Background: an optimization exercise with open tools, aiming at small area and a short achievable clock period. Do not read the settings as production practice.
In this exercise RTL edits were held to simulation tests only and were not proved equivalent to the original.

===== flow/flow/run.sh =====
#!/bin/bash
set -euo pipefail
W=$(pwd)
R=$W/orfs/results/$FLOW_PLATFORM/question_6/base
LIB=$FLOW_HOME/platforms/$FLOW_PLATFORM/lib/sky130_fd_sc_hd__tt_025C_1v80.lib

bash standard.sh synth > $W/log_1_standard_synth.txt 2>&1
cp $R/1_2_yosys.v $W/standard_synth.v

WORK=$W LIB_FILE=$LIB yosys -c flow/synth_map.tcl > $W/log_2_own_synth_yosys.txt 2>&1

# the registers must be those of the standard synthesis: same names, same cells
regs() { grep -oE 'sky130_fd_sc_hd__df[a-z0-9_]+ +[^ ]+' "$1" | sed -E 's/_[0-9]+ / /' | sort; }
regs $W/standard_synth.v > $W/regs_standard.txt
regs $W/own_synth.v > $W/regs_own.txt
if ! cmp -s $W/regs_standard.txt $W/regs_own.txt; then
  echo "registers differ from the standard synthesis" >&2
  diff $W/regs_standard.txt $W/regs_own.txt >&2 || true
  exit 1
fi

cp $W/own_synth.v $R/1_2_yosys.v
rm -f $R/1_synth.odb $R/1_synth.sdc

export BUFFER_PORTS_ARGS="-buffer_cell sky130_fd_sc_hd__buf_2"
export CTS_ARGS="-sink_clustering_enable -repair_clock_nets -buf_list sky130_fd_sc_hd__clkbuf_4 -root_buf sky130_fd_sc_hd__clkbuf_8 -sink_clustering_size 16 -dont_use_dummy_load"
bash standard.sh finish > $W/log_3_standard_layout.txt 2>&1

===== flow/flow/q6_cells.v =====
// One-to-one mapping of the design's q6_* gate modules onto library cells.
module q6_inv (input a, output y);
    sky130_fd_sc_hd__inv_1 _TECHMAP_REPLACE_ (.A(a), .Y(y));
endmodule
module q6_nand2 (input a, input b, output y);
    sky130_fd_sc_hd__nand2_1 _TECHMAP_REPLACE_ (.A(a), .B(b), .Y(y));
endmodule
module q6_nor2 (input a, input b, output y);
    sky130_fd_sc_hd__nor2_1 _TECHMAP_REPLACE_ (.A(a), .B(b), .Y(y));
endmodule
module q6_xor2 (input a, input b, output y);
    sky130_fd_sc_hd__xor2_1 _TECHMAP_REPLACE_ (.A(a), .B(b), .X(y));
endmodule
module q6_xnor2 (input a, input b, output y);
    sky130_fd_sc_hd__xnor2_1 _TECHMAP_REPLACE_ (.A(a), .B(b), .Y(y));
endmodule
module q6_nor2b (input a, input bn, output y);
    sky130_fd_sc_hd__nor2b_1 _TECHMAP_REPLACE_ (.A(a), .B_N(bn), .Y(y));
endmodule
module q6_o21ai (input a1, input a2, input b1, output y);
    sky130_fd_sc_hd__o21ai_1 _TECHMAP_REPLACE_ (.A1(a1), .A2(a2), .B1(b1), .Y(y));
endmodule
module q6_a21oi (input a1, input a2, input b1, output y);
    sky130_fd_sc_hd__a21oi_1 _TECHMAP_REPLACE_ (.A1(a1), .A2(a2), .B1(b1), .Y(y));
endmodule
// the reset inverter that the flip-flop mapping adds
module \$_NOT_ (input A, output Y);
    sky130_fd_sc_hd__inv_1 _TECHMAP_REPLACE_ (.A(A), .Y(Y));
endmodule

===== flow/flow/synth_map.tcl =====
# Own synthesis: the design's q6_* gate modules are mapped one to one onto
# library cells (flow/q6_cells.v); the registers are mapped and named as the
# standard synthesis does (<register>[<bit>]$_DFF_PP0_ on the same cell).
yosys -import
set lib $::env(LIB_FILE)
set top $::env(FLOW_TOP)
read_liberty -lib $lib
read_verilog -defer -sv $::env(FLOW_DESIGN)
hierarchy -check -top $top
yosys proc
opt_clean
techmap -map $::env(WORK)/flow/q6_cells.v
techmap
opt -fast
yosys rename -wire $top/t:\$_DFF*
dfflibmap -liberty $lib
opt -fast
techmap -map $::env(WORK)/flow/q6_cells.v
opt_clean -purge
hierarchy -top $top
check -assert -mapped
tee -o $::env(WORK)/own_synth.stat stat -liberty $lib
write_verilog -noattr -nohex -nodec $::env(WORK)/own_synth.v

===== flow/standard.sh =====
#!/bin/bash
# synth_recipe.tcl (not shown) runs the flow's synth.tcl, then flattens the netlist and writes it again
# the make line also repeats each setting of config.mk as NAME=value (left out here)
make -C /OpenROAD-flow-scripts/flow DESIGN_CONFIG=/design/flow/config.mk WORK_HOME=/design/flow/orfs CLKGATE_MAP_FILE= SYNTH_SCRIPT=/design/flow/synth_recipe.tcl "${@:-finish}"

===== flow/config.mk =====
export PLATFORM = sky130hd
export DESIGN_NAME = question_6
export DESIGN_NICKNAME = question_6
export VERILOG_FILES = /design/flow/design.v
export SDC_FILE = /design/flow/constraint.sdc
export NUM_CORES = 4
export LEC_CHECK = 0
export CAP_MARGIN = 20
export CORE_MARGIN = 2
export CORE_UTILIZATION = 40
export SETUP_SLACK_MARGIN = 2.7
export SLEW_MARGIN = 20
export TNS_END_PERCENT = 100

===== flow/constraint.sdc =====
create_clock -name core_clock -period 5.0 [get_ports {clk}]
set_input_delay 1.0000 -clock core_clock [delete_from_list [all_inputs] [get_ports {clk}]]
set_output_delay 1.0000 -clock core_clock [all_outputs]
set_load 0.01 [all_outputs]

===== flow/design.v =====
module q6_inv (input a, output y);
    assign y = ~a;
endmodule
module q6_nand2 (input a, input b, output y);
    assign y = ~(a & b);
endmodule
module q6_nor2 (input a, input b, output y);
    assign y = ~(a | b);
endmodule
module q6_xor2 (input a, input b, output y);
    assign y = a ^ b;
endmodule
module q6_xnor2 (input a, input b, output y);
    assign y = ~(a ^ b);
endmodule
module q6_nor2b (input a, input bn, output y);
    assign y = ~(a | ~bn);
endmodule
module q6_o21ai (input a1, input a2, input b1, output y);
    assign y = ~((a1 | a2) & b1);
endmodule
module q6_a21oi (input a1, input a2, input b1, output y);
    assign y = ~((a1 & a2) | b1);
endmodule
module question_6(
    input clk,
    input rst,
    input signed [15:0] x,
    output reg signed [15:0] y
);
    reg signed [15:0] s1, s2, s3;
    wire [15:0] y_n, s1_n, s2_n;
    wire n1;
    q6_inv g1 (.a(x[0]), .y(n1));
    wire n2;
    q6_inv g2 (.a(x[1]), .y(n2));
    wire n3;
    q6_inv g3 (.a(x[2]), .y(n3));
    wire n4;
    q6_inv g4 (.a(x[3]), .y(n4));
    wire n5;
    q6_inv g5 (.a(x[4]), .y(n5));
    wire n6;
    q6_inv g6 (.a(x[5]), .y(n6));
    wire n7;
    q6_inv g7 (.a(x[6]), .y(n7));
    wire n8;
    q6_inv g8 (.a(x[7]), .y(n8));
    wire n9;
    q6_inv g9 (.a(x[8]), .y(n9));
    wire n10;
    q6_inv g10 (.a(x[9]), .y(n10));
    wire n11;
    q6_inv g11 (.a(x[10]), .y(n11));
    wire n12;
    q6_inv g12 (.a(x[11]), .y(n12));
    wire n13;
    q6_inv g13 (.a(x[12]), .y(n13));
    wire n14;
    q6_inv g14 (.a(x[13]), .y(n14));
    wire n15;
    q6_inv g15 (.a(x[14]), .y(n15));
    wire n16;
    q6_inv g16 (.a(x[15]), .y(n16));
    wire n17;
    q6_nand2 g17 (.a(x[0]), .b(s1[0]), .y(n17));
    wire n18;
    q6_nand2 g18 (.a(x[1]), .b(s1[1]), .y(n18));
    wire n19;
    q6_nand2 g19 (.a(x[2]), .b(s1[2]), .y(n19));
    wire n20;
    q6_nand2 g20 (.a(x[3]), .b(s1[3]), .y(n20));
    wire n21;
    q6_nand2 g21 (.a(x[4]), .b(s1[4]), .y(n21));
    wire n22;
    q6_nand2 g22 (.a(x[5]), .b(s1[5]), .y(n22));
    wire n23;
    q6_nand2 g23 (.a(x[6]), .b(s1[6]), .y(n23));
    wire n24;
    q6_nand2 g24 (.a(x[7]), .b(s1[7]), .y(n24));
    wire n25;
    q6_nand2 g25 (.a(x[8]), .b(s1[8]), .y(n25));
    wire n26;
    q6_nand2 g26 (.a(x[9]), .b(s1[9]), .y(n26));
    wire n27;
    q6_nand2 g27 (.a(x[10]), .b(s1[10]), .y(n27));
    wire n28;
    q6_nand2 g28 (.a(x[11]), .b(s1[11]), .y(n28));
    wire n29;
    q6_nand2 g29 (.a(x[12]), .b(s1[12]), .y(n29));
    wire n30;
    q6_nand2 g30 (.a(x[13]), .b(s1[13]), .y(n30));
    wire n31;
    q6_nand2 g31 (.a(x[14]), .b(s1[14]), .y(n31));
    wire n32;
    q6_nor2 g32 (.a(x[0]), .b(s1[0]), .y(n32));
    wire n33;
    q6_nor2 g33 (.a(x[1]), .b(s1[1]), .y(n33));
    wire n34;
    q6_nor2 g34 (.a(x[2]), .b(s1[2]), .y(n34));
    wire n35;
    q6_nor2 g35 (.a(x[3]), .b(s1[3]), .y(n35));
    wire n36;
    q6_nor2 g36 (.a(x[4]), .b(s1[4]), .y(n36));
    wire n37;
    q6_nor2 g37 (.a(x[5]), .b(s1[5]), .y(n37));
    wire n38;
    q6_nor2 g38 (.a(x[6]), .b(s1[6]), .y(n38));
    wire n39;
    q6_nor2 g39 (.a(x[7]), .b(s1[7]), .y(n39));
    wire n40;
    q6_nor2 g40 (.a(x[8]), .b(s1[8]), .y(n40));
    wire n41;
    q6_nor2 g41 (.a(x[9]), .b(s1[9]), .y(n41));
    wire n42;
    q6_nor2 g42 (.a(x[10]), .b(s1[10]), .y(n42));
    wire n43;
    q6_nor2 g43 (.a(x[11]), .b(s1[11]), .y(n43));
    wire n44;
    q6_nor2 g44 (.a(x[12]), .b(s1[12]), .y(n44));
    wire n45;
    q6_nor2 g45 (.a(x[13]), .b(s1[13]), .y(n45));
    wire n46;
    q6_nor2 g46 (.a(x[14]), .b(s1[14]), .y(n46));
    wire n47;
    q6_nor2b g47 (.a(n32), .bn(n17), .y(n47));
    wire n48;
    q6_nor2b g48 (.a(n33), .bn(n18), .y(n48));
    wire n49;
    q6_nor2b g49 (.a(n34), .bn(n19), .y(n49));
    wire n50;
    q6_nor2b g50 (.a(n35), .bn(n20), .y(n50));
    wire n51;
    q6_nor2b g51 (.a(n36), .bn(n21), .y(n51));
    wire n52;
    q6_nor2b g52 (.a(n37), .bn(n22), .y(n52));
    wire n53;
    q6_nor2b g53 (.a(n38), .bn(n23), .y(n53));
    wire n54;
    q6_nor2b g54 (.a(n39), .bn(n24), .y(n54));
    wire n55;
    q6_nor2b g55 (.a(n40), .bn(n25), .y(n55));
    wire n56;
    q6_nor2b g56 (.a(n41), .bn(n26), .y(n56));
    wire n57;
    q6_nor2b g57 (.a(n42), .bn(n27), .y(n57));
    wire n58;
    q6_nor2b g58 (.a(n43), .bn(n28), .y(n58));
    wire n59;
    q6_nor2b g59 (.a(n44), .bn(n29), .y(n59));
    wire n60;
    q6_nor2b g60 (.a(n45), .bn(n30), .y(n60));
    wire n61;
    q6_nor2b g61 (.a(n46), .bn(n31), .y(n61));
    wire n62;
    q6_xor2 g62 (.a(x[15]), .b(s1[15]), .y(n62));
    wire n63;
    q6_o21ai g63 (.a1(n33), .a2(n17), .b1(n18), .y(n63));
    wire n64;
    q6_o21ai g64 (.a1(n35), .a2(n19), .b1(n20), .y(n64));
    wire n65;
    q6_nor2 g65 (.a(n35), .b(n34), .y(n65));
    wire n66;
    q6_o21ai g66 (.a1(n37), .a2(n21), .b1(n22), .y(n66));
    wire n67;
    q6_nor2 g67 (.a(n37), .b(n36), .y(n67));
    wire n68;
    q6_o21ai g68 (.a1(n39), .a2(n23), .b1(n24), .y(n68));
    wire n69;
    q6_nor2 g69 (.a(n39), .b(n38), .y(n69));
    wire n70;
    q6_o21ai g70 (.a1(n41), .a2(n25), .b1(n26), .y(n70));
    wire n71;
    q6_nor2 g71 (.a(n41), .b(n40), .y(n71));
    wire n72;
    q6_o21ai g72 (.a1(n43), .a2(n27), .b1(n28), .y(n72));
    wire n73;
    q6_nor2 g73 (.a(n43), .b(n42), .y(n73));
    wire n74;
    q6_o21ai g74 (.a1(n45), .a2(n29), .b1(n30), .y(n74));
    wire n75;
    q6_nor2 g75 (.a(n45), .b(n44), .y(n75));
    wire n76;
    q6_inv g76 (.a(n63), .y(n76));
    wire n77;
    q6_o21ai g77 (.a1(n34), .a2(n76), .b1(n19), .y(n77));
    wire n78;
    q6_a21oi g78 (.a1(n65), .a2(n63), .b1(n64), .y(n78));
    wire n79;
    q6_inv g79 (.a(n23), .y(n79));
    wire n80;
    q6_inv g80 (.a(n38), .y(n80));
    wire n81;
    q6_a21oi g81 (.a1(n80), .a2(n66), .b1(n79), .y(n81));
    wire n82;
    q6_nand2 g82 (.a(n80), .b(n67), .y(n82));
    wire n83;
    q6_a21oi g83 (.a1(n69), .a2(n66), .b1(n68), .y(n83));
    wire n84;
    q6_nand2 g84 (.a(n69), .b(n67), .y(n84));
    wire n85;
    q6_inv g85 (.a(n27), .y(n85));
    wire n86;
    q6_inv g86 (.a(n42), .y(n86));
    wire n87;
    q6_a21oi g87 (.a1(n86), .a2(n70), .b1(n85), .y(n87));
    wire n88;
    q6_nand2 g88 (.a(n86), .b(n71), .y(n88));
    wire n89;
    q6_a21oi g89 (.a1(n73), .a2(n70), .b1(n72), .y(n89));
    wire n90;
    q6_nand2 g90 (.a(n73), .b(n71), .y(n90));
    wire n91;
    q6_inv g91 (.a(n31), .y(n91));
    wire n92;
    q6_inv g92 (.a(n46), .y(n92));
    wire n93;
    q6_a21oi g93 (.a1(n92), .a2(n74), .b1(n91), .y(n93));
    wire n94;
    q6_nand2 g94 (.a(n92), .b(n75), .y(n94));
    wire n95;
    q6_o21ai g95 (.a1(n36), .a2(n78), .b1(n21), .y(n95));
    wire n96;
    q6_inv g96 (.a(n66), .y(n96));
    wire n97;
    q6_inv g97 (.a(n67), .y(n97));
    wire n98;
    q6_o21ai g98 (.a1(n97), .a2(n78), .b1(n96), .y(n98));
    wire n99;
    q6_o21ai g99 (.a1(n82), .a2(n78), .b1(n81), .y(n99));
    wire n100;
    q6_o21ai g100 (.a1(n84), .a2(n78), .b1(n83), .y(n100));
    wire n101;
    q6_o21ai g101 (.a1(n44), .a2(n89), .b1(n29), .y(n101));
    wire n102;
    q6_nor2 g102 (.a(n44), .b(n90), .y(n102));
    wire n103;
    q6_inv g103 (.a(n74), .y(n103));
    wire n104;
    q6_inv g104 (.a(n75), .y(n104));
    wire n105;
    q6_o21ai g105 (.a1(n104), .a2(n89), .b1(n103), .y(n105));
    wire n106;
    q6_nor2 g106 (.a(n104), .b(n90), .y(n106));
    wire n107;
    q6_o21ai g107 (.a1(n94), .a2(n89), .b1(n93), .y(n107));
    wire n108;
    q6_nor2 g108 (.a(n94), .b(n90), .y(n108));
    wire n109;
    q6_inv g109 (.a(n25), .y(n109));
    wire n110;
    q6_inv g110 (.a(n40), .y(n110));
    wire n111;
    q6_a21oi g111 (.a1(n110), .a2(n100), .b1(n109), .y(n111));
    wire n112;
    q6_a21oi g112 (.a1(n71), .a2(n100), .b1(n70), .y(n112));
    wire n113;
    q6_inv g113 (.a(n87), .y(n113));
    wire n114;
    q6_inv g114 (.a(n88), .y(n114));
    wire n115;
    q6_a21oi g115 (.a1(n114), .a2(n100), .b1(n113), .y(n115));
    wire n116;
    q6_inv g116 (.a(n89), .y(n116));
    wire n117;
    q6_inv g117 (.a(n90), .y(n117));
    wire n118;
    q6_a21oi g118 (.a1(n117), .a2(n100), .b1(n116), .y(n118));
    wire n119;
    q6_a21oi g119 (.a1(n102), .a2(n100), .b1(n101), .y(n119));
    wire n120;
    q6_a21oi g120 (.a1(n106), .a2(n100), .b1(n105), .y(n120));
    wire n121;
    q6_a21oi g121 (.a1(n108), .a2(n100), .b1(n107), .y(n121));
    wire n122;
    q6_xnor2 g122 (.a(n48), .b(n17), .y(n122));
    wire n123;
    q6_xor2 g123 (.a(n49), .b(n63), .y(n123));
    wire n124;
    q6_xor2 g124 (.a(n50), .b(n77), .y(n124));
    wire n125;
    q6_xnor2 g125 (.a(n51), .b(n78), .y(n125));
    wire n126;
    q6_xor2 g126 (.a(n52), .b(n95), .y(n126));
    wire n127;
    q6_xor2 g127 (.a(n53), .b(n98), .y(n127));
    wire n128;
    q6_xor2 g128 (.a(n54), .b(n99), .y(n128));
    wire n129;
    q6_xor2 g129 (.a(n55), .b(n100), .y(n129));
    wire n130;
    q6_xnor2 g130 (.a(n56), .b(n111), .y(n130));
    wire n131;
    q6_xnor2 g131 (.a(n57), .b(n112), .y(n131));
    wire n132;
    q6_xnor2 g132 (.a(n58), .b(n115), .y(n132));
    wire n133;
    q6_xnor2 g133 (.a(n59), .b(n118), .y(n133));
    wire n134;
    q6_xnor2 g134 (.a(n60), .b(n119), .y(n134));
    wire n135;
    q6_xnor2 g135 (.a(n61), .b(n120), .y(n135));
    wire n136;
    q6_xnor2 g136 (.a(n62), .b(n121), .y(n136));
    wire n137;
    q6_xnor2 g137 (.a(s2[0]), .b(y[1]), .y(n137));
    wire n138;
    q6_xnor2 g138 (.a(n137), .b(x[0]), .y(n138));
    wire n139;
    q6_nand2 g139 (.a(s2[0]), .b(y[1]), .y(n139));
    wire n140;
    q6_nor2 g140 (.a(s2[0]), .b(y[1]), .y(n140));
    wire n141;
    q6_o21ai g141 (.a1(x[0]), .a2(n140), .b1(n139), .y(n141));
    wire n142;
    q6_xnor2 g142 (.a(s2[1]), .b(y[2]), .y(n142));
    wire n143;
    q6_xor2 g143 (.a(n142), .b(x[1]), .y(n143));
    wire n144;
    q6_nand2 g144 (.a(s2[1]), .b(y[2]), .y(n144));
    wire n145;
    q6_nor2 g145 (.a(s2[1]), .b(y[2]), .y(n145));
    wire n146;
    q6_o21ai g146 (.a1(x[1]), .a2(n145), .b1(n144), .y(n146));
    wire n147;
    q6_xnor2 g147 (.a(s2[2]), .b(y[3]), .y(n147));
    wire n148;
    q6_xor2 g148 (.a(n147), .b(x[2]), .y(n148));
    wire n149;
    q6_nand2 g149 (.a(s2[2]), .b(y[3]), .y(n149));
    wire n150;
    q6_nor2 g150 (.a(s2[2]), .b(y[3]), .y(n150));
    wire n151;
    q6_o21ai g151 (.a1(x[2]), .a2(n150), .b1(n149), .y(n151));
    wire n152;
    q6_xnor2 g152 (.a(s2[3]), .b(y[4]), .y(n152));
    wire n153;
    q6_xor2 g153 (.a(n152), .b(x[3]), .y(n153));
    wire n154;
    q6_nand2 g154 (.a(s2[3]), .b(y[4]), .y(n154));
    wire n155;
    q6_nor2 g155 (.a(s2[3]), .b(y[4]), .y(n155));
    wire n156;
    q6_o21ai g156 (.a1(x[3]), .a2(n155), .b1(n154), .y(n156));
    wire n157;
    q6_xnor2 g157 (.a(s2[4]), .b(y[5]), .y(n157));
    wire n158;
    q6_xor2 g158 (.a(n157), .b(x[4]), .y(n158));
    wire n159;
    q6_nand2 g159 (.a(s2[4]), .b(y[5]), .y(n159));
    wire n160;
    q6_nor2 g160 (.a(s2[4]), .b(y[5]), .y(n160));
    wire n161;
    q6_o21ai g161 (.a1(x[4]), .a2(n160), .b1(n159), .y(n161));
    wire n162;
    q6_xnor2 g162 (.a(s2[5]), .b(y[6]), .y(n162));
    wire n163;
    q6_xor2 g163 (.a(n162), .b(x[5]), .y(n163));
    wire n164;
    q6_nand2 g164 (.a(s2[5]), .b(y[6]), .y(n164));
    wire n165;
    q6_nor2 g165 (.a(s2[5]), .b(y[6]), .y(n165));
    wire n166;
    q6_o21ai g166 (.a1(x[5]), .a2(n165), .b1(n164), .y(n166));
    wire n167;
    q6_xnor2 g167 (.a(s2[6]), .b(y[7]), .y(n167));
    wire n168;
    q6_xor2 g168 (.a(n167), .b(x[6]), .y(n168));
    wire n169;
    q6_nand2 g169 (.a(s2[6]), .b(y[7]), .y(n169));
    wire n170;
    q6_nor2 g170 (.a(s2[6]), .b(y[7]), .y(n170));
    wire n171;
    q6_o21ai g171 (.a1(x[6]), .a2(n170), .b1(n169), .y(n171));
    wire n172;
    q6_xnor2 g172 (.a(s2[7]), .b(y[8]), .y(n172));
    wire n173;
    q6_xor2 g173 (.a(n172), .b(x[7]), .y(n173));
    wire n174;
    q6_nand2 g174 (.a(s2[7]), .b(y[8]), .y(n174));
    wire n175;
    q6_nor2 g175 (.a(s2[7]), .b(y[8]), .y(n175));
    wire n176;
    q6_o21ai g176 (.a1(x[7]), .a2(n175), .b1(n174), .y(n176));
    wire n177;
    q6_xnor2 g177 (.a(s2[8]), .b(y[9]), .y(n177));
    wire n178;
    q6_xor2 g178 (.a(n177), .b(x[8]), .y(n178));
    wire n179;
    q6_nand2 g179 (.a(s2[8]), .b(y[9]), .y(n179));
    wire n180;
    q6_nor2 g180 (.a(s2[8]), .b(y[9]), .y(n180));
    wire n181;
    q6_o21ai g181 (.a1(x[8]), .a2(n180), .b1(n179), .y(n181));
    wire n182;
    q6_xnor2 g182 (.a(s2[9]), .b(y[10]), .y(n182));
    wire n183;
    q6_xor2 g183 (.a(n182), .b(x[9]), .y(n183));
    wire n184;
    q6_nand2 g184 (.a(s2[9]), .b(y[10]), .y(n184));
    wire n185;
    q6_nor2 g185 (.a(s2[9]), .b(y[10]), .y(n185));
    wire n186;
    q6_o21ai g186 (.a1(x[9]), .a2(n185), .b1(n184), .y(n186));
    wire n187;
    q6_xnor2 g187 (.a(s2[10]), .b(y[11]), .y(n187));
    wire n188;
    q6_xor2 g188 (.a(n187), .b(x[10]), .y(n188));
    wire n189;
    q6_nand2 g189 (.a(s2[10]), .b(y[11]), .y(n189));
    wire n190;
    q6_nor2 g190 (.a(s2[10]), .b(y[11]), .y(n190));
    wire n191;
    q6_o21ai g191 (.a1(x[10]), .a2(n190), .b1(n189), .y(n191));
    wire n192;
    q6_xnor2 g192 (.a(s2[11]), .b(y[12]), .y(n192));
    wire n193;
    q6_xor2 g193 (.a(n192), .b(x[11]), .y(n193));
    wire n194;
    q6_nand2 g194 (.a(s2[11]), .b(y[12]), .y(n194));
    wire n195;
    q6_nor2 g195 (.a(s2[11]), .b(y[12]), .y(n195));
    wire n196;
    q6_o21ai g196 (.a1(x[11]), .a2(n195), .b1(n194), .y(n196));
    wire n197;
    q6_xnor2 g197 (.a(s2[12]), .b(y[13]), .y(n197));
    wire n198;
    q6_xor2 g198 (.a(n197), .b(x[12]), .y(n198));
    wire n199;
    q6_nand2 g199 (.a(s2[12]), .b(y[13]), .y(n199));
    wire n200;
    q6_nor2 g200 (.a(s2[12]), .b(y[13]), .y(n200));
    wire n201;
    q6_o21ai g201 (.a1(x[12]), .a2(n200), .b1(n199), .y(n201));
    wire n202;
    q6_xnor2 g202 (.a(s2[13]), .b(y[14]), .y(n202));
    wire n203;
    q6_xor2 g203 (.a(n202), .b(x[13]), .y(n203));
    wire n204;
    q6_nand2 g204 (.a(s2[13]), .b(y[14]), .y(n204));
    wire n205;
    q6_nor2 g205 (.a(s2[13]), .b(y[14]), .y(n205));
    wire n206;
    q6_o21ai g206 (.a1(x[13]), .a2(n205), .b1(n204), .y(n206));
    wire n207;
    q6_xnor2 g207 (.a(s2[14]), .b(y[15]), .y(n207));
    wire n208;
    q6_xor2 g208 (.a(n207), .b(x[14]), .y(n208));
    wire n209;
    q6_nand2 g209 (.a(s2[14]), .b(y[15]), .y(n209));
    wire n210;
    q6_nor2 g210 (.a(s2[14]), .b(y[15]), .y(n210));
    wire n211;
    q6_o21ai g211 (.a1(x[14]), .a2(n210), .b1(n209), .y(n211));
    wire n212;
    q6_xnor2 g212 (.a(s2[15]), .b(y[15]), .y(n212));
    wire n213;
    q6_xor2 g213 (.a(n212), .b(x[15]), .y(n213));
    wire n214;
    q6_nand2 g214 (.a(n143), .b(n141), .y(n214));
    wire n215;
    q6_nand2 g215 (.a(n148), .b(n146), .y(n215));
    wire n216;
    q6_nand2 g216 (.a(n153), .b(n151), .y(n216));
    wire n217;
    q6_nand2 g217 (.a(n158), .b(n156), .y(n217));
    wire n218;
    q6_nand2 g218 (.a(n163), .b(n161), .y(n218));
    wire n219;
    q6_nand2 g219 (.a(n168), .b(n166), .y(n219));
    wire n220;
    q6_nand2 g220 (.a(n173), .b(n171), .y(n220));
    wire n221;
    q6_nand2 g221 (.a(n178), .b(n176), .y(n221));
    wire n222;
    q6_nand2 g222 (.a(n183), .b(n181), .y(n222));
    wire n223;
    q6_nand2 g223 (.a(n188), .b(n186), .y(n223));
    wire n224;
    q6_nand2 g224 (.a(n193), .b(n191), .y(n224));
    wire n225;
    q6_nand2 g225 (.a(n198), .b(n196), .y(n225));
    wire n226;
    q6_nand2 g226 (.a(n203), .b(n201), .y(n226));
    wire n227;
    q6_nand2 g227 (.a(n208), .b(n206), .y(n227));
    wire n228;
    q6_nor2 g228 (.a(n143), .b(n141), .y(n228));
    wire n229;
    q6_nor2 g229 (.a(n148), .b(n146), .y(n229));
    wire n230;
    q6_nor2 g230 (.a(n153), .b(n151), .y(n230));
    wire n231;
    q6_nor2 g231 (.a(n158), .b(n156), .y(n231));
    wire n232;
    q6_nor2 g232 (.a(n163), .b(n161), .y(n232));
    wire n233;
    q6_nor2 g233 (.a(n168), .b(n166), .y(n233));
    wire n234;
    q6_nor2 g234 (.a(n173), .b(n171), .y(n234));
    wire n235;
    q6_nor2 g235 (.a(n178), .b(n176), .y(n235));
    wire n236;
    q6_nor2 g236 (.a(n183), .b(n181), .y(n236));
    wire n237;
    q6_nor2 g237 (.a(n188), .b(n186), .y(n237));
    wire n238;
    q6_nor2 g238 (.a(n193), .b(n191), .y(n238));
    wire n239;
    q6_nor2 g239 (.a(n198), .b(n196), .y(n239));
    wire n240;
    q6_nor2 g240 (.a(n203), .b(n201), .y(n240));
    wire n241;
    q6_nor2 g241 (.a(n208), .b(n206), .y(n241));
    wire n242;
    q6_nor2b g242 (.a(n228), .bn(n214), .y(n242));
    wire n243;
    q6_nor2b g243 (.a(n229), .bn(n215), .y(n243));
    wire n244;
    q6_nor2b g244 (.a(n230), .bn(n216), .y(n244));
    wire n245;
    q6_nor2b g245 (.a(n231), .bn(n217), .y(n245));
    wire n246;
    q6_nor2b g246 (.a(n232), .bn(n218), .y(n246));
    wire n247;
    q6_nor2b g247 (.a(n233), .bn(n219), .y(n247));
    wire n248;
    q6_nor2b g248 (.a(n234), .bn(n220), .y(n248));
    wire n249;
    q6_nor2b g249 (.a(n235), .bn(n221), .y(n249));
    wire n250;
    q6_nor2b g250 (.a(n236), .bn(n222), .y(n250));
    wire n251;
    q6_nor2b g251 (.a(n237), .bn(n223), .y(n251));
    wire n252;
    q6_nor2b g252 (.a(n238), .bn(n224), .y(n252));
    wire n253;
    q6_nor2b g253 (.a(n239), .bn(n225), .y(n253));
    wire n254;
    q6_nor2b g254 (.a(n240), .bn(n226), .y(n254));
    wire n255;
    q6_nor2b g255 (.a(n241), .bn(n227), .y(n255));
    wire n256;
    q6_xor2 g256 (.a(n213), .b(n211), .y(n256));
    wire n257;
    q6_o21ai g257 (.a1(n228), .a2(n138), .b1(n214), .y(n257));
    wire n258;
    q6_o21ai g258 (.a1(n230), .a2(n215), .b1(n216), .y(n258));
    wire n259;
    q6_nor2 g259 (.a(n230), .b(n229), .y(n259));
    wire n260;
    q6_o21ai g260 (.a1(n232), .a2(n217), .b1(n218), .y(n260));
    wire n261;
    q6_nor2 g261 (.a(n232), .b(n231), .y(n261));
    wire n262;
    q6_o21ai g262 (.a1(n234), .a2(n219), .b1(n220), .y(n262));
    wire n263;
    q6_nor2 g263 (.a(n234), .b(n233), .y(n263));
    wire n264;
    q6_o21ai g264 (.a1(n236), .a2(n221), .b1(n222), .y(n264));
    wire n265;
    q6_nor2 g265 (.a(n236), .b(n235), .y(n265));
    wire n266;
    q6_o21ai g266 (.a1(n238), .a2(n223), .b1(n224), .y(n266));
    wire n267;
    q6_nor2 g267 (.a(n238), .b(n237), .y(n267));
    wire n268;
    q6_o21ai g268 (.a1(n240), .a2(n225), .b1(n226), .y(n268));
    wire n269;
    q6_nor2 g269 (.a(n240), .b(n239), .y(n269));
    wire n270;
    q6_inv g270 (.a(n257), .y(n270));
    wire n271;
    q6_o21ai g271 (.a1(n229), .a2(n270), .b1(n215), .y(n271));
    wire n272;
    q6_a21oi g272 (.a1(n259), .a2(n257), .b1(n258), .y(n272));
    wire n273;
    q6_inv g273 (.a(n219), .y(n273));
    wire n274;
    q6_inv g274 (.a(n233), .y(n274));
    wire n275;
    q6_a21oi g275 (.a1(n274), .a2(n260), .b1(n273), .y(n275));
    wire n276;
    q6_nand2 g276 (.a(n274), .b(n261), .y(n276));
    wire n277;
    q6_a21oi g277 (.a1(n263), .a2(n260), .b1(n262), .y(n277));
    wire n278;
    q6_nand2 g278 (.a(n263), .b(n261), .y(n278));
    wire n279;
    q6_inv g279 (.a(n223), .y(n279));
    wire n280;
    q6_inv g280 (.a(n237), .y(n280));
    wire n281;
    q6_a21oi g281 (.a1(n280), .a2(n264), .b1(n279), .y(n281));
    wire n282;
    q6_nand2 g282 (.a(n280), .b(n265), .y(n282));
    wire n283;
    q6_a21oi g283 (.a1(n267), .a2(n264), .b1(n266), .y(n283));
    wire n284;
    q6_nand2 g284 (.a(n267), .b(n265), .y(n284));
    wire n285;
    q6_inv g285 (.a(n227), .y(n285));
    wire n286;
    q6_inv g286 (.a(n241), .y(n286));
    wire n287;
    q6_a21oi g287 (.a1(n286), .a2(n268), .b1(n285), .y(n287));
    wire n288;
    q6_nand2 g288 (.a(n286), .b(n269), .y(n288));
    wire n289;
    q6_o21ai g289 (.a1(n231), .a2(n272), .b1(n217), .y(n289));
    wire n290;
    q6_inv g290 (.a(n260), .y(n290));
    wire n291;
    q6_inv g291 (.a(n261), .y(n291));
    wire n292;
    q6_o21ai g292 (.a1(n291), .a2(n272), .b1(n290), .y(n292));
    wire n293;
    q6_o21ai g293 (.a1(n276), .a2(n272), .b1(n275), .y(n293));
    wire n294;
    q6_o21ai g294 (.a1(n278), .a2(n272), .b1(n277), .y(n294));
    wire n295;
    q6_o21ai g295 (.a1(n239), .a2(n283), .b1(n225), .y(n295));
    wire n296;
    q6_nor2 g296 (.a(n239), .b(n284), .y(n296));
    wire n297;
    q6_inv g297 (.a(n268), .y(n297));
    wire n298;
    q6_inv g298 (.a(n269), .y(n298));
    wire n299;
    q6_o21ai g299 (.a1(n298), .a2(n283), .b1(n297), .y(n299));
    wire n300;
    q6_nor2 g300 (.a(n298), .b(n284), .y(n300));
    wire n301;
    q6_o21ai g301 (.a1(n288), .a2(n283), .b1(n287), .y(n301));
    wire n302;
    q6_nor2 g302 (.a(n288), .b(n284), .y(n302));
    wire n303;
    q6_inv g303 (.a(n221), .y(n303));
    wire n304;
    q6_inv g304 (.a(n235), .y(n304));
    wire n305;
    q6_a21oi g305 (.a1(n304), .a2(n294), .b1(n303), .y(n305));
    wire n306;
    q6_a21oi g306 (.a1(n265), .a2(n294), .b1(n264), .y(n306));
    wire n307;
    q6_inv g307 (.a(n281), .y(n307));
    wire n308;
    q6_inv g308 (.a(n282), .y(n308));
    wire n309;
    q6_a21oi g309 (.a1(n308), .a2(n294), .b1(n307), .y(n309));
    wire n310;
    q6_inv g310 (.a(n283), .y(n310));
    wire n311;
    q6_inv g311 (.a(n284), .y(n311));
    wire n312;
    q6_a21oi g312 (.a1(n311), .a2(n294), .b1(n310), .y(n312));
    wire n313;
    q6_a21oi g313 (.a1(n296), .a2(n294), .b1(n295), .y(n313));
    wire n314;
    q6_a21oi g314 (.a1(n300), .a2(n294), .b1(n299), .y(n314));
    wire n315;
    q6_a21oi g315 (.a1(n302), .a2(n294), .b1(n301), .y(n315));
    wire n316;
    q6_xnor2 g316 (.a(n242), .b(n138), .y(n316));
    wire n317;
    q6_xor2 g317 (.a(n243), .b(n257), .y(n317));
    wire n318;
    q6_xor2 g318 (.a(n244), .b(n271), .y(n318));
    wire n319;
    q6_xnor2 g319 (.a(n245), .b(n272), .y(n319));
    wire n320;
    q6_xor2 g320 (.a(n246), .b(n289), .y(n320));
    wire n321;
    q6_xor2 g321 (.a(n247), .b(n292), .y(n321));
    wire n322;
    q6_xor2 g322 (.a(n248), .b(n293), .y(n322));
    wire n323;
    q6_xor2 g323 (.a(n249), .b(n294), .y(n323));
    wire n324;
    q6_xnor2 g324 (.a(n250), .b(n305), .y(n324));
    wire n325;
    q6_xnor2 g325 (.a(n251), .b(n306), .y(n325));
    wire n326;
    q6_xnor2 g326 (.a(n252), .b(n309), .y(n326));
    wire n327;
    q6_xnor2 g327 (.a(n253), .b(n312), .y(n327));
    wire n328;
    q6_xnor2 g328 (.a(n254), .b(n313), .y(n328));
    wire n329;
    q6_xnor2 g329 (.a(n255), .b(n314), .y(n329));
    wire n330;
    q6_xnor2 g330 (.a(n256), .b(n315), .y(n330));
    wire n331;
    q6_xnor2 g331 (.a(s3[0]), .b(y[2]), .y(n331));
    wire n332;
    q6_xnor2 g332 (.a(n331), .b(x[0]), .y(n332));
    wire n333;
    q6_nand2 g333 (.a(s3[0]), .b(y[2]), .y(n333));
    wire n334;
    q6_nor2 g334 (.a(s3[0]), .b(y[2]), .y(n334));
    wire n335;
    q6_o21ai g335 (.a1(n1), .a2(n334), .b1(n333), .y(n335));
    wire n336;
    q6_xnor2 g336 (.a(s3[1]), .b(y[3]), .y(n336));
    wire n337;
    q6_xnor2 g337 (.a(n336), .b(x[1]), .y(n337));
    wire n338;
    q6_nand2 g338 (.a(s3[1]), .b(y[3]), .y(n338));
    wire n339;
    q6_nor2 g339 (.a(s3[1]), .b(y[3]), .y(n339));
    wire n340;
    q6_o21ai g340 (.a1(n2), .a2(n339), .b1(n338), .y(n340));
    wire n341;
    q6_xnor2 g341 (.a(s3[2]), .b(y[4]), .y(n341));
    wire n342;
    q6_xnor2 g342 (.a(n341), .b(x[2]), .y(n342));
    wire n343;
    q6_nand2 g343 (.a(s3[2]), .b(y[4]), .y(n343));
    wire n344;
    q6_nor2 g344 (.a(s3[2]), .b(y[4]), .y(n344));
    wire n345;
    q6_o21ai g345 (.a1(n3), .a2(n344), .b1(n343), .y(n345));
    wire n346;
    q6_xnor2 g346 (.a(s3[3]), .b(y[5]), .y(n346));
    wire n347;
    q6_xnor2 g347 (.a(n346), .b(x[3]), .y(n347));
    wire n348;
    q6_nand2 g348 (.a(s3[3]), .b(y[5]), .y(n348));
    wire n349;
    q6_nor2 g349 (.a(s3[3]), .b(y[5]), .y(n349));
    wire n350;
    q6_o21ai g350 (.a1(n4), .a2(n349), .b1(n348), .y(n350));
    wire n351;
    q6_xnor2 g351 (.a(s3[4]), .b(y[6]), .y(n351));
    wire n352;
    q6_xnor2 g352 (.a(n351), .b(x[4]), .y(n352));
    wire n353;
    q6_nand2 g353 (.a(s3[4]), .b(y[6]), .y(n353));
    wire n354;
    q6_nor2 g354 (.a(s3[4]), .b(y[6]), .y(n354));
    wire n355;
    q6_o21ai g355 (.a1(n5), .a2(n354), .b1(n353), .y(n355));
    wire n356;
    q6_xnor2 g356 (.a(s3[5]), .b(y[7]), .y(n356));
    wire n357;
    q6_xnor2 g357 (.a(n356), .b(x[5]), .y(n357));
    wire n358;
    q6_nand2 g358 (.a(s3[5]), .b(y[7]), .y(n358));
    wire n359;
    q6_nor2 g359 (.a(s3[5]), .b(y[7]), .y(n359));
    wire n360;
    q6_o21ai g360 (.a1(n6), .a2(n359), .b1(n358), .y(n360));
    wire n361;
    q6_xnor2 g361 (.a(s3[6]), .b(y[8]), .y(n361));
    wire n362;
    q6_xnor2 g362 (.a(n361), .b(x[6]), .y(n362));
    wire n363;
    q6_nand2 g363 (.a(s3[6]), .b(y[8]), .y(n363));
    wire n364;
    q6_nor2 g364 (.a(s3[6]), .b(y[8]), .y(n364));
    wire n365;
    q6_o21ai g365 (.a1(n7), .a2(n364), .b1(n363), .y(n365));
    wire n366;
    q6_xnor2 g366 (.a(s3[7]), .b(y[9]), .y(n366));
    wire n367;
    q6_xnor2 g367 (.a(n366), .b(x[7]), .y(n367));
    wire n368;
    q6_nand2 g368 (.a(s3[7]), .b(y[9]), .y(n368));
    wire n369;
    q6_nor2 g369 (.a(s3[7]), .b(y[9]), .y(n369));
    wire n370;
    q6_o21ai g370 (.a1(n8), .a2(n369), .b1(n368), .y(n370));
    wire n371;
    q6_xnor2 g371 (.a(s3[8]), .b(y[10]), .y(n371));
    wire n372;
    q6_xnor2 g372 (.a(n371), .b(x[8]), .y(n372));
    wire n373;
    q6_nand2 g373 (.a(s3[8]), .b(y[10]), .y(n373));
    wire n374;
    q6_nor2 g374 (.a(s3[8]), .b(y[10]), .y(n374));
    wire n375;
    q6_o21ai g375 (.a1(n9), .a2(n374), .b1(n373), .y(n375));
    wire n376;
    q6_xnor2 g376 (.a(s3[9]), .b(y[11]), .y(n376));
    wire n377;
    q6_xnor2 g377 (.a(n376), .b(x[9]), .y(n377));
    wire n378;
    q6_nand2 g378 (.a(s3[9]), .b(y[11]), .y(n378));
    wire n379;
    q6_nor2 g379 (.a(s3[9]), .b(y[11]), .y(n379));
    wire n380;
    q6_o21ai g380 (.a1(n10), .a2(n379), .b1(n378), .y(n380));
    wire n381;
    q6_xnor2 g381 (.a(s3[10]), .b(y[12]), .y(n381));
    wire n382;
    q6_xnor2 g382 (.a(n381), .b(x[10]), .y(n382));
    wire n383;
    q6_nand2 g383 (.a(s3[10]), .b(y[12]), .y(n383));
    wire n384;
    q6_nor2 g384 (.a(s3[10]), .b(y[12]), .y(n384));
    wire n385;
    q6_o21ai g385 (.a1(n11), .a2(n384), .b1(n383), .y(n385));
    wire n386;
    q6_xnor2 g386 (.a(s3[11]), .b(y[13]), .y(n386));
    wire n387;
    q6_xnor2 g387 (.a(n386), .b(x[11]), .y(n387));
    wire n388;
    q6_nand2 g388 (.a(s3[11]), .b(y[13]), .y(n388));
    wire n389;
    q6_nor2 g389 (.a(s3[11]), .b(y[13]), .y(n389));
    wire n390;
    q6_o21ai g390 (.a1(n12), .a2(n389), .b1(n388), .y(n390));
    wire n391;
    q6_xnor2 g391 (.a(s3[12]), .b(y[14]), .y(n391));
    wire n392;
    q6_xnor2 g392 (.a(n391), .b(x[12]), .y(n392));
    wire n393;
    q6_nand2 g393 (.a(s3[12]), .b(y[14]), .y(n393));
    wire n394;
    q6_nor2 g394 (.a(s3[12]), .b(y[14]), .y(n394));
    wire n395;
    q6_o21ai g395 (.a1(n13), .a2(n394), .b1(n393), .y(n395));
    wire n396;
    q6_xnor2 g396 (.a(s3[13]), .b(y[15]), .y(n396));
    wire n397;
    q6_xnor2 g397 (.a(n396), .b(x[13]), .y(n397));
    wire n398;
    q6_nand2 g398 (.a(s3[13]), .b(y[15]), .y(n398));
    wire n399;
    q6_nor2 g399 (.a(s3[13]), .b(y[15]), .y(n399));
    wire n400;
    q6_o21ai g400 (.a1(n14), .a2(n399), .b1(n398), .y(n400));
    wire n401;
    q6_xnor2 g401 (.a(s3[14]), .b(y[15]), .y(n401));
    wire n402;
    q6_xnor2 g402 (.a(n401), .b(x[14]), .y(n402));
    wire n403;
    q6_nand2 g403 (.a(s3[14]), .b(y[15]), .y(n403));
    wire n404;
    q6_nor2 g404 (.a(s3[14]), .b(y[15]), .y(n404));
    wire n405;
    q6_o21ai g405 (.a1(n15), .a2(n404), .b1(n403), .y(n405));
    wire n406;
    q6_xnor2 g406 (.a(s3[15]), .b(y[15]), .y(n406));
    wire n407;
    q6_xnor2 g407 (.a(n406), .b(x[15]), .y(n407));
    wire n408;
    q6_nand2 g408 (.a(n337), .b(n335), .y(n408));
    wire n409;
    q6_nand2 g409 (.a(n342), .b(n340), .y(n409));
    wire n410;
    q6_nand2 g410 (.a(n347), .b(n345), .y(n410));
    wire n411;
    q6_nand2 g411 (.a(n352), .b(n350), .y(n411));
    wire n412;
    q6_nand2 g412 (.a(n357), .b(n355), .y(n412));
    wire n413;
    q6_nand2 g413 (.a(n362), .b(n360), .y(n413));
    wire n414;
    q6_nand2 g414 (.a(n367), .b(n365), .y(n414));
    wire n415;
    q6_nand2 g415 (.a(n372), .b(n370), .y(n415));
    wire n416;
    q6_nand2 g416 (.a(n377), .b(n375), .y(n416));
    wire n417;
    q6_nand2 g417 (.a(n382), .b(n380), .y(n417));
    wire n418;
    q6_nand2 g418 (.a(n387), .b(n385), .y(n418));
    wire n419;
    q6_nand2 g419 (.a(n392), .b(n390), .y(n419));
    wire n420;
    q6_nand2 g420 (.a(n397), .b(n395), .y(n420));
    wire n421;
    q6_nand2 g421 (.a(n402), .b(n400), .y(n421));
    wire n422;
    q6_nor2 g422 (.a(n337), .b(n335), .y(n422));
    wire n423;
    q6_nor2 g423 (.a(n342), .b(n340), .y(n423));
    wire n424;
    q6_nor2 g424 (.a(n347), .b(n345), .y(n424));
    wire n425;
    q6_nor2 g425 (.a(n352), .b(n350), .y(n425));
    wire n426;
    q6_nor2 g426 (.a(n357), .b(n355), .y(n426));
    wire n427;
    q6_nor2 g427 (.a(n362), .b(n360), .y(n427));
    wire n428;
    q6_nor2 g428 (.a(n367), .b(n365), .y(n428));
    wire n429;
    q6_nor2 g429 (.a(n372), .b(n370), .y(n429));
    wire n430;
    q6_nor2 g430 (.a(n377), .b(n375), .y(n430));
    wire n431;
    q6_nor2 g431 (.a(n382), .b(n380), .y(n431));
    wire n432;
    q6_nor2 g432 (.a(n387), .b(n385), .y(n432));
    wire n433;
    q6_nor2 g433 (.a(n392), .b(n390), .y(n433));
    wire n434;
    q6_nor2 g434 (.a(n397), .b(n395), .y(n434));
    wire n435;
    q6_nor2 g435 (.a(n402), .b(n400), .y(n435));
    wire n436;
    q6_nor2b g436 (.a(n422), .bn(n408), .y(n436));
    wire n437;
    q6_nor2b g437 (.a(n423), .bn(n409), .y(n437));
    wire n438;
    q6_nor2b g438 (.a(n424), .bn(n410), .y(n438));
    wire n439;
    q6_nor2b g439 (.a(n425), .bn(n411), .y(n439));
    wire n440;
    q6_nor2b g440 (.a(n426), .bn(n412), .y(n440));
    wire n441;
    q6_nor2b g441 (.a(n427), .bn(n413), .y(n441));
    wire n442;
    q6_nor2b g442 (.a(n428), .bn(n414), .y(n442));
    wire n443;
    q6_nor2b g443 (.a(n429), .bn(n415), .y(n443));
    wire n444;
    q6_nor2b g444 (.a(n430), .bn(n416), .y(n444));
    wire n445;
    q6_nor2b g445 (.a(n431), .bn(n417), .y(n445));
    wire n446;
    q6_nor2b g446 (.a(n432), .bn(n418), .y(n446));
    wire n447;
    q6_nor2b g447 (.a(n433), .bn(n419), .y(n447));
    wire n448;
    q6_nor2b g448 (.a(n434), .bn(n420), .y(n448));
    wire n449;
    q6_nor2b g449 (.a(n435), .bn(n421), .y(n449));
    wire n450;
    q6_xor2 g450 (.a(n407), .b(n405), .y(n450));
    wire n451;
    q6_o21ai g451 (.a1(n423), .a2(n408), .b1(n409), .y(n451));
    wire n452;
    q6_o21ai g452 (.a1(n425), .a2(n410), .b1(n411), .y(n452));
    wire n453;
    q6_nor2 g453 (.a(n425), .b(n424), .y(n453));
    wire n454;
    q6_o21ai g454 (.a1(n427), .a2(n412), .b1(n413), .y(n454));
    wire n455;
    q6_nor2 g455 (.a(n427), .b(n426), .y(n455));
    wire n456;
    q6_o21ai g456 (.a1(n429), .a2(n414), .b1(n415), .y(n456));
    wire n457;
    q6_nor2 g457 (.a(n429), .b(n428), .y(n457));
    wire n458;
    q6_o21ai g458 (.a1(n431), .a2(n416), .b1(n417), .y(n458));
    wire n459;
    q6_nor2 g459 (.a(n431), .b(n430), .y(n459));
    wire n460;
    q6_o21ai g460 (.a1(n433), .a2(n418), .b1(n419), .y(n460));
    wire n461;
    q6_nor2 g461 (.a(n433), .b(n432), .y(n461));
    wire n462;
    q6_o21ai g462 (.a1(n435), .a2(n420), .b1(n421), .y(n462));
    wire n463;
    q6_nor2 g463 (.a(n435), .b(n434), .y(n463));
    wire n464;
    q6_inv g464 (.a(n451), .y(n464));
    wire n465;
    q6_o21ai g465 (.a1(n424), .a2(n464), .b1(n410), .y(n465));
    wire n466;
    q6_a21oi g466 (.a1(n453), .a2(n451), .b1(n452), .y(n466));
    wire n467;
    q6_inv g467 (.a(n414), .y(n467));
    wire n468;
    q6_inv g468 (.a(n428), .y(n468));
    wire n469;
    q6_a21oi g469 (.a1(n468), .a2(n454), .b1(n467), .y(n469));
    wire n470;
    q6_nand2 g470 (.a(n468), .b(n455), .y(n470));
    wire n471;
    q6_a21oi g471 (.a1(n457), .a2(n454), .b1(n456), .y(n471));
    wire n472;
    q6_nand2 g472 (.a(n457), .b(n455), .y(n472));
    wire n473;
    q6_inv g473 (.a(n418), .y(n473));
    wire n474;
    q6_inv g474 (.a(n432), .y(n474));
    wire n475;
    q6_a21oi g475 (.a1(n474), .a2(n458), .b1(n473), .y(n475));
    wire n476;
    q6_nand2 g476 (.a(n474), .b(n459), .y(n476));
    wire n477;
    q6_a21oi g477 (.a1(n461), .a2(n458), .b1(n460), .y(n477));
    wire n478;
    q6_nand2 g478 (.a(n461), .b(n459), .y(n478));
    wire n479;
    q6_o21ai g479 (.a1(n426), .a2(n466), .b1(n412), .y(n479));
    wire n480;
    q6_inv g480 (.a(n454), .y(n480));
    wire n481;
    q6_inv g481 (.a(n455), .y(n481));
    wire n482;
    q6_o21ai g482 (.a1(n481), .a2(n466), .b1(n480), .y(n482));
    wire n483;
    q6_o21ai g483 (.a1(n470), .a2(n466), .b1(n469), .y(n483));
    wire n484;
    q6_o21ai g484 (.a1(n472), .a2(n466), .b1(n471), .y(n484));
    wire n485;
    q6_o21ai g485 (.a1(n434), .a2(n477), .b1(n420), .y(n485));
    wire n486;
    q6_nor2 g486 (.a(n434), .b(n478), .y(n486));
    wire n487;
    q6_inv g487 (.a(n462), .y(n487));
    wire n488;
    q6_inv g488 (.a(n463), .y(n488));
    wire n489;
    q6_o21ai g489 (.a1(n488), .a2(n477), .b1(n487), .y(n489));
    wire n490;
    q6_nor2 g490 (.a(n488), .b(n478), .y(n490));
    wire n491;
    q6_inv g491 (.a(n416), .y(n491));
    wire n492;
    q6_inv g492 (.a(n430), .y(n492));
    wire n493;
    q6_a21oi g493 (.a1(n492), .a2(n484), .b1(n491), .y(n493));
    wire n494;
    q6_a21oi g494 (.a1(n459), .a2(n484), .b1(n458), .y(n494));
    wire n495;
    q6_inv g495 (.a(n475), .y(n495));
    wire n496;
    q6_inv g496 (.a(n476), .y(n496));
    wire n497;
    q6_a21oi g497 (.a1(n496), .a2(n484), .b1(n495), .y(n497));
    wire n498;
    q6_inv g498 (.a(n477), .y(n498));
    wire n499;
    q6_inv g499 (.a(n478), .y(n499));
    wire n500;
    q6_a21oi g500 (.a1(n499), .a2(n484), .b1(n498), .y(n500));
    wire n501;
    q6_a21oi g501 (.a1(n486), .a2(n484), .b1(n485), .y(n501));
    wire n502;
    q6_a21oi g502 (.a1(n490), .a2(n484), .b1(n489), .y(n502));
    wire n503;
    q6_xnor2 g503 (.a(n437), .b(n408), .y(n503));
    wire n504;
    q6_xor2 g504 (.a(n438), .b(n451), .y(n504));
    wire n505;
    q6_xor2 g505 (.a(n439), .b(n465), .y(n505));
    wire n506;
    q6_xnor2 g506 (.a(n440), .b(n466), .y(n506));
    wire n507;
    q6_xor2 g507 (.a(n441), .b(n479), .y(n507));
    wire n508;
    q6_xor2 g508 (.a(n442), .b(n482), .y(n508));
    wire n509;
    q6_xor2 g509 (.a(n443), .b(n483), .y(n509));
    wire n510;
    q6_xor2 g510 (.a(n444), .b(n484), .y(n510));
    wire n511;
    q6_xnor2 g511 (.a(n445), .b(n493), .y(n511));
    wire n512;
    q6_xnor2 g512 (.a(n446), .b(n494), .y(n512));
    wire n513;
    q6_xnor2 g513 (.a(n447), .b(n497), .y(n513));
    wire n514;
    q6_xnor2 g514 (.a(n448), .b(n500), .y(n514));
    wire n515;
    q6_xnor2 g515 (.a(n449), .b(n501), .y(n515));
    wire n516;
    q6_xnor2 g516 (.a(n450), .b(n502), .y(n516));
    assign y_n[0] = n47;
    assign s1_n[0] = n138;
    assign s2_n[0] = n332;
    assign y_n[1] = n122;
    assign s1_n[1] = n316;
    assign s2_n[1] = n436;
    assign y_n[2] = n123;
    assign s1_n[2] = n317;
    assign s2_n[2] = n503;
    assign y_n[3] = n124;
    assign s1_n[3] = n318;
    assign s2_n[3] = n504;
    assign y_n[4] = n125;
    assign s1_n[4] = n319;
    assign s2_n[4] = n505;
    assign y_n[5] = n126;
    assign s1_n[5] = n320;
    assign s2_n[5] = n506;
    assign y_n[6] = n127;
    assign s1_n[6] = n321;
    assign s2_n[6] = n507;
    assign y_n[7] = n128;
    assign s1_n[7] = n322;
    assign s2_n[7] = n508;
    assign y_n[8] = n129;
    assign s1_n[8] = n323;
    assign s2_n[8] = n509;
    assign y_n[9] = n130;
    assign s1_n[9] = n324;
    assign s2_n[9] = n510;
    assign y_n[10] = n131;
    assign s1_n[10] = n325;
    assign s2_n[10] = n511;
    assign y_n[11] = n132;
    assign s1_n[11] = n326;
    assign s2_n[11] = n512;
    assign y_n[12] = n133;
    assign s1_n[12] = n327;
    assign s2_n[12] = n513;
    assign y_n[13] = n134;
    assign s1_n[13] = n328;
    assign s2_n[13] = n514;
    assign y_n[14] = n135;
    assign s1_n[14] = n329;
    assign s2_n[14] = n515;
    assign y_n[15] = n136;
    assign s1_n[15] = n330;
    assign s2_n[15] = n516;
    always @(posedge clk or posedge rst) begin
        if (rst) begin
            s1 <= 16'sd0;
            s2 <= 16'sd0;
            s3 <= 16'sd0;
            y  <= 16'sd0;
        end else begin
            y  <= y_n;
            s1 <= s1_n;
            s2 <= s2_n;
            s3 <= y;
        end
    end
endmodule

==> reports/metrics.csv, run 1 <==
metric;value;unit
grt_pass1_vias;3418;
slew_violations;0;
placed_cells;754;
clock_tree.buffer_depth;2;
die_height;108;µm
tightest_slew;0.623;ns
start_util;40.6;%
syn_to_final_growth;13.1;%
drt_iter0_drc;135;
placed_area;4700;µm²
h-tree-depth;3;
dp_hpwl;6720;µm
fin_worst_skew;0.0247;ns
setup_viol;0;
min_path_type;reg2reg;
avgSynthCellArea;7.48;µm²
critPathKind;in2reg;
hold_viol;0;
finalWeightedCongestion;0.801;
max_freq;0.458;GHz
post_drt_wl_per_cell;11.5;µm
maxSlewHeadroom;58.5;%
first_pass_iters;4;
port_buffers;33;
cts_tree;done;
cts_made_buffers;9;
antenna_found_initial;0;
n_antenna_cell;0;
coreArea;10700;µm²
synthCells;580;
fin_util;45.9;%
rsz0062_at_grt;false;
route.detailed.drc;0;
grt_pass1_wl;15000;µm
io_pins;34;
netlist_area;4340;µm²
clock_sinks;64;
drive_gt1_share;9.11;%
worstPathArrival;2.39;ns
crit_path_start_kind;primary input;
post_drt_via_cell_ratio;4.67;
ant_nets;0;
endpoint_kind;flop;
required;5.21;ns
clkTransAtPathRegs;0.08;ns
fp.dieW;108;µm
fp-row-count;38;
root_buffer;clkbuf_8;
design_area;4910;µm²
grt_max_degree;49;
die_area;11700;µm²
max-cap-violations;0;
syn_nets;598;
stdcell_count;766;
status;timing/DRC/antenna clean;
clock_latency;0.35;ns
fin_crit_sh;43.6;%
tns;0;ns
yosys_warnings;1;
vias;3574;
worst-path-max-fanout;8;
routed_wl;8840;µm
grt_overflow_total;0;
grt_util_all_layers;16.3;%
cts_hold_buf;0;
nets;646;
period_minus_slack;2.18;ns
registers in the layout, indices dropped and copies added, names as in the netlist:
signal and flops:
s1 16, s2 16, s3 16, y 16
timing repair:
action | CTS | global route
endpoints found under the setup margin | 23 | 21
setup buffers | 0 | 3
endpoints found under the hold margin | 0 | 0
pin swaps | 1 | 3
resized for setup | 6 | 7
placed cells by master, fill, tap and decap left out, drive strengths merged:
cell	n
a21oi	37
buf	37
clkbuf	9
clkinvlp	1
dfrtp	64
inv	64
nand2	87
nor2	99
nor2b	43
o21ai	74
xnor2	75
xor2	36
through the flow:
| step | hold WS (ns) | setup slack (ns) |
|---|---|---|
| floorplan | 0.416 | 2.71 |
| global placement | 0.365 | 2.18 |
| detailed placement | 0.362 | 2.14 |
| CTS | 0.383 | 2.71 |
| global route | 0.388 | 2.71 |
| finish | 0.378 | 2.82 |
final cells by class:
class / instances / area, µm²
Inverter: 65 / 248
Timing Repair Buffer: 37 / 195
Sequential cell: 64 / 1600
Clock buffer: 9 / 124
Fill cell: 1086 / 5790
Tap cell: 140 / 175
Multi-Input combinational cell: 451 / 2570
worst max-delay path, stage by stage:
cell	delay, ns
buf_2	0.15
xor2_1	0.21
nor2_1	0.10
o21ai_2	0.23
a21oi_4	0.13
o21ai_4	0.30
a21oi_1	0.14
xnor2_1	0.13
routing by layer:
layer  share of wire (%)  global-route usage [%]
met1                  49                    20.6
met4                0.86                    6.14
met3                 2.8                    3.25
met2                  47                    27.7
met5                   0                       0
worst paths after layout:
kind                       startpoint      to  slack, ns  depth (start not counted)
max in group asynchronous         rst    y[1]       3.41                          3
min reg2reg                      y[0]   s3[0]       0.38                          0
max                              x[1]  s1[15]       2.82                          8
min                              y[0]   s3[0]       0.38                          0
min in group asynchronous         rst    y[5]       0.63                          2
max reg2reg                      y[2]  s1[15]       2.95                          8
==> run 2, diff against run 1 <==
--- a/flow/flow/run.sh
+++ b/flow/flow/run.sh
@@ -24,4 +24,4 @@
 
 export BUFFER_PORTS_ARGS="-buffer_cell sky130_fd_sc_hd__buf_2"
-export CTS_ARGS="-sink_clustering_enable -repair_clock_nets -buf_list sky130_fd_sc_hd__clkbuf_4 -root_buf sky130_fd_sc_hd__clkbuf_8 -sink_clustering_size 16 -dont_use_dummy_load"
+export CTS_ARGS="-sink_clustering_enable -buf_list sky130_fd_sc_hd__clkbuf_4 -root_buf sky130_fd_sc_hd__clkbuf_8 -sink_clustering_size 16 -dont_use_dummy_load"
 bash standard.sh finish > $W/log_3_standard_layout.txt 2>&1
==> run 2 against run 1 <==
Clock skew is the same. Non-clock buffer count unchanged. First-iteration DRC count did not move. Synthesized cell count unchanged.
==> reports/metrics.csv, run 2 <==
metric;value;unit
grt_util_all_layers;16.3;%
fin_worst_skew;0.0247;ns
final_cell_mix;nor2_1 (99), nand2_1 (87), xnor2_1 (75), o21ai_1 (69), inv_1 (64);
wl_met1;4370;µm
max_freq;0.458;GHz
post_drt_wl_per_cell;11.5;µm
die_area;11700;µm²
worst_slack;2.82;ns
port_buffers;33;
status;timing/DRC/antenna clean;
clkTransAtPathRegs;0.08;ns
clock_tree.buffer_depth;2;
fin_util;45.9;%
synthCells;580;
fp-row-count;38;
grt_pass1_wl;15000;µm
vias;3574;
min_from;y[0];
avgSynthCellArea;7.48;µm²
coreArea;10700;µm²
syn_nets;598;
h-tree-depth;3;
worst-path-max-fanout;8;
hold_viol;0;
period_minus_slack;2.18;ns
finalWeightedCongestion;0.801;
yosys_warnings;1;
clock_latency;0.35;ns
tns;0;ns
die_height;108;µm
cts_tree;done;
required;5.21;ns
rrSetupSlack;2.95;ns
root_buffer;clkbuf_8;
fp.dieW;108;µm
first_pass_iters;4;
post_drt_via_cell_ratio;4.67;
min_path_type;reg2reg;
critPathKind;in2reg;
grt_pass1_vias;3418;
route.detailed.drc;0;
ant_nets;0;
tightest_slew;0.623;ns
min_to;s3[0];
reg2reg_depth;8;
rr_endpoint;s1[15];
crit_path_start_kind;primary input;
endpoint_kind;flop;
holdPathStages;0;
topRoutingLayerUsed;met4;
dp_hpwl;6720;µm
placed_area;4700;µm²
timing.rr.start;y[2];
start_util;40.6;%
maxSlewHeadroom;58.5;%
crit_path_start;x[1];
io_pins;34;
worstPathArrival;2.39;ns
design_area;4910;µm²
routed_wl;8840;µm
drt_iter0_drc;135;
grt_max_degree;49;
n_antenna_cell;0;
cts_made_buffers;9;
nets;646;
rsz0062_at_grt;false;
layout_commonest_cell;nor2_1;
syn_to_final_growth;13.1;%
setup_viol;0;
drive_gt1_share;9.11;%
fin_crit_sh;43.6;%
max-cap-violations;0;
grt_overflow_total;0;
wl_met2;4140;µm
cts_hold_buf;0;
slew_violations;0;
netlist_area;4340;µm²
antenna_found_initial;0;
clock_sinks;64;
route.met3.wl;249;µm
dp_slack;2.14;ns
==> run 2: cell counts in the layout (fill, tap and decap cells not counted) <==
Identical to the previous run, type by type.
==> run 2: cell type report <==
type                       count  area [µm²]
timing repair buffer          37         195
clock buffer                   9         124
tap                          140         175
fill                        1086        5790
sequential                    64        1600
inverter                      65         248
multi-input combinational    451        2570
==> run 2: critical path: stages <==
cell and delay, ns:
buf_2 0.15, xor2_1 0.21, nor2_1 0.10, o21ai_2 0.23, a21oi_4 0.13, o21ai_4 0.30
a21oi_1 0.14, xnor2_1 0.13
==> run 2: metrics by stage <==
step	instances	hold slack (ns)
after global routing	766	0.388
after CTS	763	0.383
after global placement	754	0.365
final	766	0.378
after floorplan	580	0.416
after detailed placement	754	0.362
==> run 2: worst max path at each step <==
stage,end,slack [ns],depth (start not counted)
final,s1[15],2.82,8
after global placement,s2[15],2.18,9
after CTS,s1[14],2.71,8
after floorplan,s1[10],2.71,7
after global routing,s1[15],2.71,8
after detailed placement,s2[11],2.14,9
==> run 2: routing by layer <==
layer	GRT usage (%)	vias up
li1	-	1900
met1	20.6	1626
met2	27.7	42
met3	3.25	6
met4	6.14	0
met5	0	-
==> run 2: repair_timing <==
item	4_1_cts	5_1_grt
pin swaps	1	3
setup buffers	0	3
setup endpoints to repair	23	21
resized for setup	6	7
==> run 3, diff against run 2 <==
--- a/flow/flow/run.sh
+++ b/flow/flow/run.sh
@@ -24,4 +24,4 @@
 
 export BUFFER_PORTS_ARGS="-buffer_cell sky130_fd_sc_hd__buf_2"
-export CTS_ARGS="-sink_clustering_enable -buf_list sky130_fd_sc_hd__clkbuf_4 -root_buf sky130_fd_sc_hd__clkbuf_8 -sink_clustering_size 16 -dont_use_dummy_load"
+export CTS_ARGS="-sink_clustering_enable -repair_clock_nets -buf_list sky130_fd_sc_hd__clkbuf_2 -root_buf sky130_fd_sc_hd__clkbuf_4 -sink_clustering_buffer sky130_fd_sc_hd__clkbuf_2 -sink_clustering_size 10 -dont_use_dummy_load"
 bash standard.sh finish > $W/log_3_standard_layout.txt 2>&1
==> run 3 against run 2 <==
Still clean. Flip-flop and latch count unchanged. Critical path depth unchanged. Hold slack gained 0.0088 ns.
==> reports/metrics.csv, run 3 <==
metric;value;unit
grt_max_degree;49;
final_cell_mix;nor2_1 (99), nand2_1 (87), xnor2_1 (75), o21ai_1 (69), inv_1 (64);
rrSetupSlack;2.90;ns
period_minus_slack;2.17;ns
grt_util_all_layers;16.4;%
yosys_warnings;1;
clock_latency;0.42;ns
maxSlewHeadroom;58.5;%
cts_hold_buf;0;
fp.dieW;108;µm
fillCellCount;1097;
route.detailed.drc;0;
die_area;11700;µm²
fin_worst_skew;0.0361;ns
status;timing/DRC/antenna clean;
hold_viol;0;
syn_to_final_growth;10.8;%
clock_sinks;64;
ant_nets;0;
drt_iter0_drc;116;
setup_viol;0;
dp_slack;2.14;ns
slew_violations;0;
clkTransAtPathRegs;0.12;ns
post_drt_wl_per_cell;11.6;µm
worst-path-max-fanout;8;
max-cap-violations;0;
tns;0;ns
grt_pass1_vias;3431;
fin_crit_sh;43.5;%
avgSynthCellArea;7.48;µm²
critPathKind;in2reg;
nets;644;
first_pass_iters;4;
routed_wl;8850;µm
port_buffers;33;
netlist_area;4340;µm²
die_height;108;µm
vias;3578;
dp_hpwl;6720;µm
cts_tree;done;
finalWeightedCongestion;0.801;
crit_path_start;x[1];
root_buffer;clkbuf_4;
cp-endpoint;s1[14];
crit_path_start_kind;primary input;
synthCells;580;
worstPathArrival;2.49;ns
timing.rr.start;y[2];
cts_made_buffers;9;
drive_gt1_share;8.49;%
whs;0.387;ns
io_pins;34;
fp-row-count;38;
h-tree-depth;3;
reg2reg_depth;8;
rsz0062_at_grt;false;
grt_overflow_total;0;
tightest_slew;0.623;ns
syn_nets;598;
min_path_type;reg2reg;
rr_endpoint;s1[14];
endpoint_kind;flop;
worst_slack;2.83;ns
clock_tree.buffer_depth;2;
required;5.32;ns
grt_pass1_wl;15000;µm
max_freq;0.460;GHz
start_util;40.6;%
n_antenna_cell;0;
layout_commonest_cell;nor2_1;
coreArea;10700;µm²
antenna_found_initial;0;
post_drt_via_cell_ratio;4.68;
fin_util;45.0;%
run 3: metal layers:
metal | wire, µm | track usage, % | vias to the layer above
met3 | 282 | 3.98 | 4
met4 | 61 | 5.04 | 0
met1 | 4310 | 20.5 | 1646
met2 | 4200 | 27.9 | 38
met5 | 0 | 0 | -
li1 | - | - | 1890
run 3: repair_timing:
item | CTS | global route
buffers inserted | 0 | 1
pin swaps | 1 | 2
resized for setup | 6 | 2
endpoints found under the setup margin | 20 | 14
run 3: area by class of cell:
| class | instances | area, µm² | area share [%] |
|---|---|---|---|
| Timing Repair Buffer | 35 | 180 | 3.75 |
| Sequential cell | 64 | 1600 | 33.3 |
| Clock buffer | 9 | 67.6 | 1.40 |
| Inverter | 65 | 248 | 5.15 |
| Multi-Input combinational cell | 451 | 2540 | 52.7 |
| Tap cell | 140 | 175 | 3.64 |
run 3: how the worst min path moves through the flow:
stage               cells after the start  endpoint  slack (ns)  startpoint
detailed placement                      0     s3[0]        0.36        y[0]
global placement                        0     s3[0]        0.37        y[0]
CTS                                     0     s3[0]        0.39        y[0]
floorplan                               0     s3[0]        0.42        y[0]
global route                            0     s3[0]        0.40        y[0]
finish                                  0     s3[0]        0.39        y[0]
run 3: worst max-delay path, stage by stage:
cell and delay (ns):
buf_2 0.14, xor2_1 0.16, nor2_1 0.19, o21ai_2 0.12, a21oi_2 0.35, o21ai_4 0.17
a21oi_1 0.20, xnor2_1 0.14
run 3: per-stage QoR:
stage               area [µm²]  cells
floorplan                 4350    580
global placement          4700    754
detailed placement        4700    754
CTS                       4790    763
global route              4810    764
finish                    4810    764

[port drivers added, routing unchanged]
The results above use ideal ports. As a check the final layouts listed here were re-extracted and re-timed, cells and wires unchanged.
Step 1, drivers: a clkbuf_16 drives clk and a buf_2 each remaining input, both assumed.
Step 2 times the ports against the registers' clock, not the clock port: input delays grow and output delays shrink by t, the midpoint of the rising clock arrivals with the driver on.
a / b / c = ideal / step 1 / step 2; a / b = the first two.
run | shift t [ns] | setup slack, ns | latest minus earliest clock arrival (ns) | pins driven straight from the clock port
run 1 | 0.372 | 2.819 / 2.833 / 2.461 | 0.025 / 0.025 | 1
run 2 | 0.372 | 2.819 / 2.833 / 2.461 | 0.025 / 0.025 | 1
run 3 | 0.435 | 2.827 / 2.799 / 2.406 | 0.036 / 0.037 | 1
After both steps every run listed still meets setup and hold. The setup slack of run 3, which loses most, moves by -0.028 ns with the drivers and by -0.421 ns with both steps.
